This is an optimization exercise on Yosys and OpenROAD, whose aim is small area and a short achievable clock period, not a production implementation.
Function not checked in this run: the RTL went through the layout flow alone.

<file path="run.sh">
#!/bin/bash
# synth_recipe.tcl (not shown) runs the flow's synth.tcl, then flattens the netlist and writes it again
# the make line also repeats each setting of config.mk as NAME=value (left out here)
make -C /OpenROAD-flow-scripts/flow DESIGN_CONFIG=/design/flow/config.mk WORK_HOME=/design/flow/orfs CLKGATE_MAP_FILE= SYNTH_SCRIPT=/design/flow/synth_recipe.tcl finish
</file>
<file path="config.mk">
export PLATFORM = sky130hd
export DESIGN_NAME = decode
export DESIGN_NICKNAME = decode
export VERILOG_FILES = /design/flow/design.v
export SDC_FILE = /design/flow/constraint.sdc
export NUM_CORES = 4
export LEC_CHECK = 0
export ABC_CLOCK_PERIOD_IN_PS = 2500
export CAP_MARGIN = 20
export CORE_MARGIN = 2
export CORE_UTILIZATION = 65
export PLACE_DENSITY = 0.75
export SETUP_SLACK_MARGIN = 3.6
export SLEW_MARGIN = 20
export SYNTH_HIERARCHICAL = 1
</file>
<file path="constraint.sdc">
create_clock -name core_clock -period 6.0 [get_ports {clk}]
set_input_delay 1.2000 -clock core_clock [delete_from_list [all_inputs] [get_ports {clk}]]
set_output_delay 1.2000 -clock core_clock [all_outputs]
set_load 0.01 [all_outputs]
</file>
<file path="design.v">
module decode(
	clk,
	rst_n,
	data_in,
	data_out
	);
	input clk;
	input rst_n;
	input [1:0] data_in;	 
	output reg data_out;
	reg [4:0] m;
	reg [3:0] dec;
	reg [5:0] p0, p1, p2, p3;
	reg [15:0] lf;
	reg old;	 
	wire clr = (lf == 16'h1a00);
	wire [15:0] lf_nx = {lf[14:0], lf[15]^lf[13]^lf[12]^lf[10]^clr};
	wire [6:0] q0 = {dec[0] ? p2 : p0, dec[0]};
	wire [6:0] q1 = {dec[1] ? p2 : p0, dec[1]};
	wire [6:0] q2 = {dec[2] ? p3 : p1, dec[2]};
	wire [6:0] q3 = {dec[3] ? p3 : p1, dec[3]};
	wire [8:0] tn0, tn1, tn2, tn3;
	wire [7:0] sl;
	decode_step u_step (.m(m), .tn0(tn0), .tn1(tn1), .tn2(tn2), .tn3(tn3), .sl(sl));
	reg [8:0] tn;
	always @(*)
		case (data_in)
			2'd0: tn = tn0;
			2'd1: tn = tn1;
			2'd2: tn = tn2;
			default: tn = tn3;
		endcase
	wire [4:0] mn = tn[8:4];
	wire [3:0] dn = tn[3:0];
	wire [3:0] b8 = {q3[6], q2[6], q1[6], q0[6]};
	wire [3:0] cand = {b8[sl[7:6]], b8[sl[5:4]], b8[sl[3:2]], b8[sl[1:0]]};
	always @(posedge clk or negedge rst_n)
		if (!rst_n) begin
			lf <= 16'h3400;
			old <= 1'b0;
			m <= 5'd0;
			data_out <= 1'b0;
		end else begin
			lf <= lf_nx;
			old <= ~clr & (old | lf[7]);
			m <= clr ? 5'd0 : mn;
			data_out <= ~clr & old & cand[data_in];
		end
	always @(posedge clk) begin
		dec <= dn;
		p0 <= q0[5:0];
		p1 <= q1[5:0];
		p2 <= q2[5:0];
		p3 <= q3[5:0];
	end
endmodule
module decode_step (
	input [4:0] m,
	output reg [8:0] tn0,
	output reg [8:0] tn1,
	output reg [8:0] tn2,
	output reg [8:0] tn3,
	output reg [7:0] sl
	);
	always @(*) begin
		case (m)
			5'd0: begin tn0 = {5'd6, 4'b1010}; tn1 = {5'd7, 4'b1000}; tn2 = {5'd7, 4'b0100}; tn3 = {5'd6, 4'b1001}; sl = {2'd2, 2'd3, 2'd1, 2'd0}; end
			5'd6: begin tn0 = {5'd3, 4'b0010}; tn1 = {5'd9, 4'b1000}; tn2 = {5'd11, 4'b0100}; tn3 = {5'd5, 4'b0001}; sl = {2'd0, 2'd1, 2'd1, 2'd0}; end
			5'd7: begin tn0 = {5'd5, 4'b1110}; tn1 = {5'd11, 4'b1011}; tn2 = {5'd9, 4'b0111}; tn3 = {5'd3, 4'b1101}; sl = {2'd2, 2'd3, 2'd3, 2'd2}; end
			5'd3: begin tn0 = {5'd24, 4'b1010}; tn1 = {5'd0, 4'b1000}; tn2 = {5'd0, 4'b0100}; tn3 = {5'd16, 4'b1001}; sl = {2'd0, 2'd0, 2'd0, 2'd0}; end
			5'd9: begin tn0 = {5'd16, 4'b1010}; tn1 = {5'd0, 4'b1011}; tn2 = {5'd0, 4'b0111}; tn3 = {5'd24, 4'b1001}; sl = {2'd2, 2'd2, 2'd2, 2'd2}; end
			5'd11: begin tn0 = {5'd0, 4'b1110}; tn1 = {5'd17, 4'b1000}; tn2 = {5'd25, 4'b0100}; tn3 = {5'd0, 4'b1101}; sl = {2'd2, 2'd3, 2'd3, 2'd0}; end
			5'd5: begin tn0 = {5'd0, 4'b0010}; tn1 = {5'd25, 4'b1000}; tn2 = {5'd17, 4'b0100}; tn3 = {5'd0, 4'b0001}; sl = {2'd2, 2'd1, 2'd1, 2'd0}; end
			5'd24: begin tn0 = {5'd28, 4'b0000}; tn1 = {5'd4, 4'b1000}; tn2 = {5'd8, 4'b0100}; tn3 = {5'd20, 4'b0000}; sl = {2'd0, 2'd0, 2'd0, 2'd0}; end
			5'd16: begin tn0 = {5'd12, 4'b0010}; tn1 = {5'd27, 4'b1000}; tn2 = {5'd21, 4'b0000}; tn3 = {5'd30, 4'b0001}; sl = {2'd0, 2'd1, 2'd1, 2'd0}; end
			5'd17: begin tn0 = {5'd30, 4'b1110}; tn1 = {5'd21, 4'b1011}; tn2 = {5'd27, 4'b1111}; tn3 = {5'd12, 4'b1101}; sl = {2'd2, 2'd3, 2'd3, 2'd2}; end
			5'd25: begin tn0 = {5'd20, 4'b1110}; tn1 = {5'd8, 4'b1011}; tn2 = {5'd4, 4'b0111}; tn3 = {5'd28, 4'b1101}; sl = {2'd2, 2'd2, 2'd2, 2'd2}; end
			5'd28: begin tn0 = {5'd2, 4'b1000}; tn1 = {5'd6, 4'b1000}; tn2 = {5'd6, 4'b0100}; tn3 = {5'd14, 4'b1000}; sl = {2'd0, 2'd0, 2'd0, 2'd0}; end
			5'd4: begin tn0 = {5'd6, 4'b0010}; tn1 = {5'd9, 4'b1000}; tn2 = {5'd11, 4'b0100}; tn3 = {5'd6, 4'b0001}; sl = {2'd2, 2'd1, 2'd1, 2'd0}; end
			5'd8: begin tn0 = {5'd3, 4'b1010}; tn1 = {5'd7, 4'b1000}; tn2 = {5'd7, 4'b0100}; tn3 = {5'd5, 4'b1001}; sl = {2'd0, 2'd3, 2'd1, 2'd0}; end
			5'd20: begin tn0 = {5'd7, 4'b0010}; tn1 = {5'd31, 4'b1000}; tn2 = {5'd15, 4'b0000}; tn3 = {5'd7, 4'b0001}; sl = {2'd1, 2'd1, 2'd1, 2'd1}; end
			5'd12: begin tn0 = {5'd6, 4'b1110}; tn1 = {5'd11, 4'b1000}; tn2 = {5'd9, 4'b0100}; tn3 = {5'd6, 4'b1101}; sl = {2'd2, 2'd3, 2'd3, 2'd0}; end
			5'd27: begin tn0 = {5'd14, 4'b1010}; tn1 = {5'd6, 4'b1011}; tn2 = {5'd6, 4'b0111}; tn3 = {5'd2, 4'b1001}; sl = {2'd2, 2'd2, 2'd2, 2'd2}; end
			5'd21: begin tn0 = {5'd7, 4'b1110}; tn1 = {5'd15, 4'b1000}; tn2 = {5'd31, 4'b1100}; tn3 = {5'd7, 4'b1101}; sl = {2'd3, 2'd3, 2'd3, 2'd3}; end
			5'd30: begin tn0 = {5'd5, 4'b1010}; tn1 = {5'd7, 4'b1011}; tn2 = {5'd7, 4'b0111}; tn3 = {5'd3, 4'b1001}; sl = {2'd2, 2'd3, 2'd1, 2'd2}; end
			5'd2: begin tn0 = {5'd2, 4'b0000}; tn1 = {5'd10, 4'b1000}; tn2 = {5'd26, 4'b0100}; tn3 = {5'd14, 4'b0000}; sl = {2'd0, 2'd0, 2'd0, 2'd0}; end
			5'd14: begin tn0 = {5'd1, 4'b0010}; tn1 = {5'd31, 4'b0000}; tn2 = {5'd15, 4'b0000}; tn3 = {5'd13, 4'b0001}; sl = {2'd1, 2'd1, 2'd1, 2'd1}; end
			5'd31: begin tn0 = {5'd14, 4'b1111}; tn1 = {5'd26, 4'b1011}; tn2 = {5'd10, 4'b0111}; tn3 = {5'd2, 4'b1111}; sl = {2'd2, 2'd2, 2'd2, 2'd2}; end
			5'd15: begin tn0 = {5'd13, 4'b1110}; tn1 = {5'd15, 4'b1111}; tn2 = {5'd31, 4'b1111}; tn3 = {5'd1, 4'b1101}; sl = {2'd3, 2'd3, 2'd3, 2'd3}; end
			5'd10: begin tn0 = {5'd3, 4'b0010}; tn1 = {5'd19, 4'b1000}; tn2 = {5'd23, 4'b0000}; tn3 = {5'd5, 4'b0001}; sl = {2'd0, 2'd1, 2'd1, 2'd0}; end
			5'd26: begin tn0 = {5'd29, 4'b0000}; tn1 = {5'd9, 4'b1000}; tn2 = {5'd11, 4'b0100}; tn3 = {5'd22, 4'b0000}; sl = {2'd0, 2'd1, 2'd1, 2'd0}; end
			5'd1: begin tn0 = {5'd5, 4'b1110}; tn1 = {5'd23, 4'b1011}; tn2 = {5'd19, 4'b1111}; tn3 = {5'd3, 4'b1101}; sl = {2'd2, 2'd3, 2'd3, 2'd2}; end
			5'd13: begin tn0 = {5'd22, 4'b1110}; tn1 = {5'd11, 4'b1011}; tn2 = {5'd9, 4'b0111}; tn3 = {5'd29, 4'b1101}; sl = {2'd2, 2'd3, 2'd3, 2'd2}; end
			5'd19: begin tn0 = {5'd16, 4'b0010}; tn1 = {5'd4, 4'b1011}; tn2 = {5'd8, 4'b0111}; tn3 = {5'd24, 4'b0001}; sl = {2'd2, 2'd2, 2'd2, 2'd2}; end
			5'd23: begin tn0 = {5'd12, 4'b1110}; tn1 = {5'd17, 4'b1000}; tn2 = {5'd25, 4'b0100}; tn3 = {5'd30, 4'b1101}; sl = {2'd0, 2'd3, 2'd3, 2'd0}; end
			5'd29: begin tn0 = {5'd24, 4'b1110}; tn1 = {5'd8, 4'b1000}; tn2 = {5'd4, 4'b0100}; tn3 = {5'd16, 4'b1101}; sl = {2'd0, 2'd0, 2'd0, 2'd0}; end
			5'd22: begin tn0 = {5'd30, 4'b0010}; tn1 = {5'd25, 4'b1011}; tn2 = {5'd17, 4'b0111}; tn3 = {5'd12, 4'b0001}; sl = {2'd2, 2'd1, 2'd1, 2'd2}; end
			default: begin tn0 = {5'd0, 4'b0000}; tn1 = tn0; tn2 = tn0; tn3 = tn0; sl = 8'd0; end
		endcase
	end
endmodule
</file>
==> metrics.md <==
| Metric | Value |
|---|---|
| Status | `no timing/DRC/antenna violations` |
| Total track usage | `0.290` |
| Routability cong. | `about 0.95` |
| Max incr delay on CP | `0.49 ns` |
| Mapped Cells | `331` |
| CTS max path bufs | `2` |
| Most common cell after layout, fill and taps aside | `dfxtp_1` |
| Clk latency of the worst-skew pair | `0.30 ns` |
| Fin Hold WS | `0.375 ns` |
| Simple-gate portion of the synthesized area | `0.134` |
| DRT iter0 DRCs | `206` |
| # IOs | `5` |
| Hold-critical path depth | `0` |
| Area of the multi-input gates | `~2100 µm²` |
| Max-slew violations | `0` |
| CTS Hold Bufs | `0` |
| Hold Vio Cnt, Final | `0` |
| #FFs+latches synth | `51` |
| CP Class | `register to register` |
| Sequential area share after synthesis | `0.327` |
| Post-synth EDFFs | `0` |
| Synthesized cell area | `3480 µm²` |
| Mux cell area share after synthesis | `0.243` |
| XOR/XNOR Fraction of Synth Area | `0.0101` |
| Critical path required time | `6.18 ns` |
| Clock sinks | `51` |
| Clk Tree Root Cell | `clkbuf_8` |
| Dpl hpwl | `5140 µm` |
| Min cycle time layout | `2.52 ns` |
| WL final | `slightly above 8000 µm` |
| Synth top area cells | `dfxtp_1 16%, dfrtp_1 14%, mux4_2 12%` |
| Post-synth cell types | `66` |
| RSZ-0062 raised after global routing | `true` |
| Yosys top cell area share | `0.161` |
| Fillers | `394` |
| Grt total ovfl | `0` |
| Worst R2R Path Depth | `8` |
| First-pass GRT wire length | `13400 µm` |
| Setup violations, final | `0` |
| CTS tree | `built` |
| Crit path max-delay cell type | `dfrtp_4` |
| FFs w/ async S/R, synth | `0.451` |
| Critical path cell sequence | `clkinvlp_4 > buf_6 > ha_4 > nor2_4 > a21oi_2 > mux4_2 > mux4_2 > nor2b_1` |
| Synth Flop Type | `dfxtp_1` |
| NumNets Final | `between 300 and 400` |
| H-tree depth | `2` |
| Main combinational cell family by area after synthesis | `multiplexers` |
| Row count | `26` |
| Mean Syn Cell Area | `10.5 µm²` |
| Slew margin rel. | `0.599` |
| Total CTS buffers | `5` |
| Final Util | `0.729` |
| Crit end category | `register` |
| Dpl cell area | `3360 µm²` |
| Synthesized Nets | `348` |
| Compound-Gate Fraction of Synth Area | `0.148` |
| Sum Neg Setup Slack | `0 ns` |
| Routed WL per cell | `20.6 µm` |
| Antenna cells | `0` |
| Vias in the first global route | `2512` |
| Vias per inst | `6.69` |
| Initial antenna violation count | `0` |
| Largest net degree at the start of global routing | `39` |
| Port Buffers | `4` |
| Synth Area in Adders | `0.0467` |
| Reg area | `around 1200 µm²` |
| Crit-path leading delay family | `multiplexers` |
| Core area | `slightly above 5000 µm²` |
| Leading area contributor after synthesis | `dfxtp_1` |
| DRT antenna net count | `0` |
| Ys Warns | `8` |
| CP Launch Type | `register` |
| Die Ht | `77.2 µm` |
| Final period utilization | `0.421` |
| Critical Path Stages | `8` |
| Most frequent cells in the layout | `28 x dfxtp_1, 23 x mux2_2, 19 x mux4_2, 19 x nand2_1, 18 x buf_4` |
| Area growth syn-to-layout | `7.51%` |
| Fmax | `between 300 and 400 MHz` |
| Share of layout cells above drive strength 1 | `0.339` |
| Initial core utilization | `0.678` |
| Worst slew pin tran | `0.600 ns` |
| Peak fanout along the critical path | `7` |
| WP buf/inv | `2` |
| Worst-path clk slew | `0.09 ns` |
| Full die area | `5960 µm²` |
| Critical path arrival | `~2.7 ns` |
| DR pass1 iterations | `5` |
| Clock skew | `roughly 0.0077 ns` |
| Drt drc | `0` |
| Min-delay worst type | `register to register` |
| Max-cap violations | `0` |
| Die width | `77.2 µm` |
| Routed vias | `2674` |
| CP dominant cell by count | `mux4_2` |
| Post-layout instance area | `3740 µm²` |
-- synthesized netlist by cell type (3+ instances only) --
| cell | count |
|---|---|
| o21ai_0 | 12 |
| o211ai_1 | 5 |
| a21oi_1 | 15 |
| nand2_1 | 19 |
| dfxtp_1 | 28 |
| mux4_2 | 19 |
| nand2b_1 | 11 |
| buf_2 | 13 |
| mux2i_1 | 16 |
| ha_1 | 13 |
| a31oi_1 | 6 |
| and2b_1 | 3 |
| a21o_1 | 4 |
| dfstp_2 | 3 |
| dfrtp_1 | 20 |
| buf_6 | 7 |
| buf_4 | 13 |
| a211oi_1 | 3 |
| nor2b_1 | 11 |
| a21boi_0 | 3 |
| nor2_1 | 16 |
| inv_1 | 9 |
| o31a_1 | 4 |
| mux2_2 | 23 |
-- state kept, by name, summed over array words and instances (netlist names) --
register / count
lf: 16
old: 1
p1: 6
p3: 6
m: 5
dec: 4
p2: 6
p0: 6
data_out: 1
-- Yosys stat by module, one instance, submodules excluded --
module	times used	flip-flops and latches	cells	cell area [µm²]
decode	1	51	129	1980
decode_step	1	0	202	1510
-- cells by family (layout without fill, tap and decap cells) --
| kind of cell | Yosys count | in the layout |
|---|---|---|
| AND/OR/NAND/NOR | 83 | 83 |
| multiplexers | 58 | 58 |
| adder cells (fa/ha/maj) | 13 | 13 |
| AO/OA/AOI/OAI | 74 | 74 |
| buffers and inverters | 48 | 47 |
| XOR/XNOR | 4 | 4 |
| flip-flops | 51 | 51 |
-- final cells by class --
cell class                      instances  share of cell area
Clock inverter                          1             0.00134
Inverter                               11              0.0137
Multi-Input combinational cell        232               0.567
Clock buffer                            7              0.0231
Sequential cell                        51               0.308
Timing Repair Buffer                   27              0.0621
Tap cell                               70              0.0234
Timing Repair inverter                  1             0.00134
-- worst register-to-register path, stage by stage, from the launching register on --
cell and delay (ns):
dfrtp_4 0.49, clkinvlp_4 0.22, buf_6 0.18, ha_4 0.20, nor2_4 0.19, a21oi_2 0.08
mux4_2 0.47, mux4_2 0.46, nor2b_1 0.14
-- path summary, 6_finish.rpt --
check                      start     end  slack (ns)
setup / recovery            m[1]    m[1]        3.48
hold / removal             lf[9]  lf[10]        0.38
setup reg to reg            m[1]    m[1]        3.48
hold reg to reg            lf[9]  lf[10]        0.38
max in group asynchronous  rst_n    m[1]        4.79
min in group asynchronous  rst_n   lf[9]        0.85
-- through the flow --
step | worst slack [ns] | cells
floorplan | 3.63 | 331
global placement | 2.99 | 371
detailed placement | 2.97 | 371
CTS | 3.57 | 394
global route | 3.42 | 400
finish | 3.48 | 400
-- metal layers --
| metal | GRT usage | wire [µm] |
|---|---|---|
| met1 | 0.387 | 3270 |
| met2 | 0.450 | 3790 |
| met3 | 0.0588 | 774 |
| met4 | 0.148 | 413 |
| met5 | 0 | 0 |
-- timing repair --
item | in CTS | in global routing
resized for setup | 21 | 17
pin swaps | 0 | 5
cloned | 1 | 0
endpoints found under the setup margin | 10 | 6
setup buffers | 14 | 6

-- what the ideal ports hide --
Ports are ideal in the flow. The routed layout listed here was re-timed in OpenROAD. Step 1 sets driving cells, clkbuf_16 on the clock port and buf_2 on the other inputs (assumed; they add their load-dependent delay and slew). Step 2 times the ports against the registers' clock, not the clock port: input delays grow and output delays shrink by t, the midpoint of the rising clock arrivals with the driver on. Three values: ideal, step 1, step 2; two values: the first two.
t, ns: 0.320
setup slack, ns: 3.475 / 3.475 / 3.475
pins driven straight from the clock port: 1
After both steps setup and hold are still met in this run. For this run, drivers alone change the setup slack by 0.000 ns; drivers and shift together by 0.000 ns.
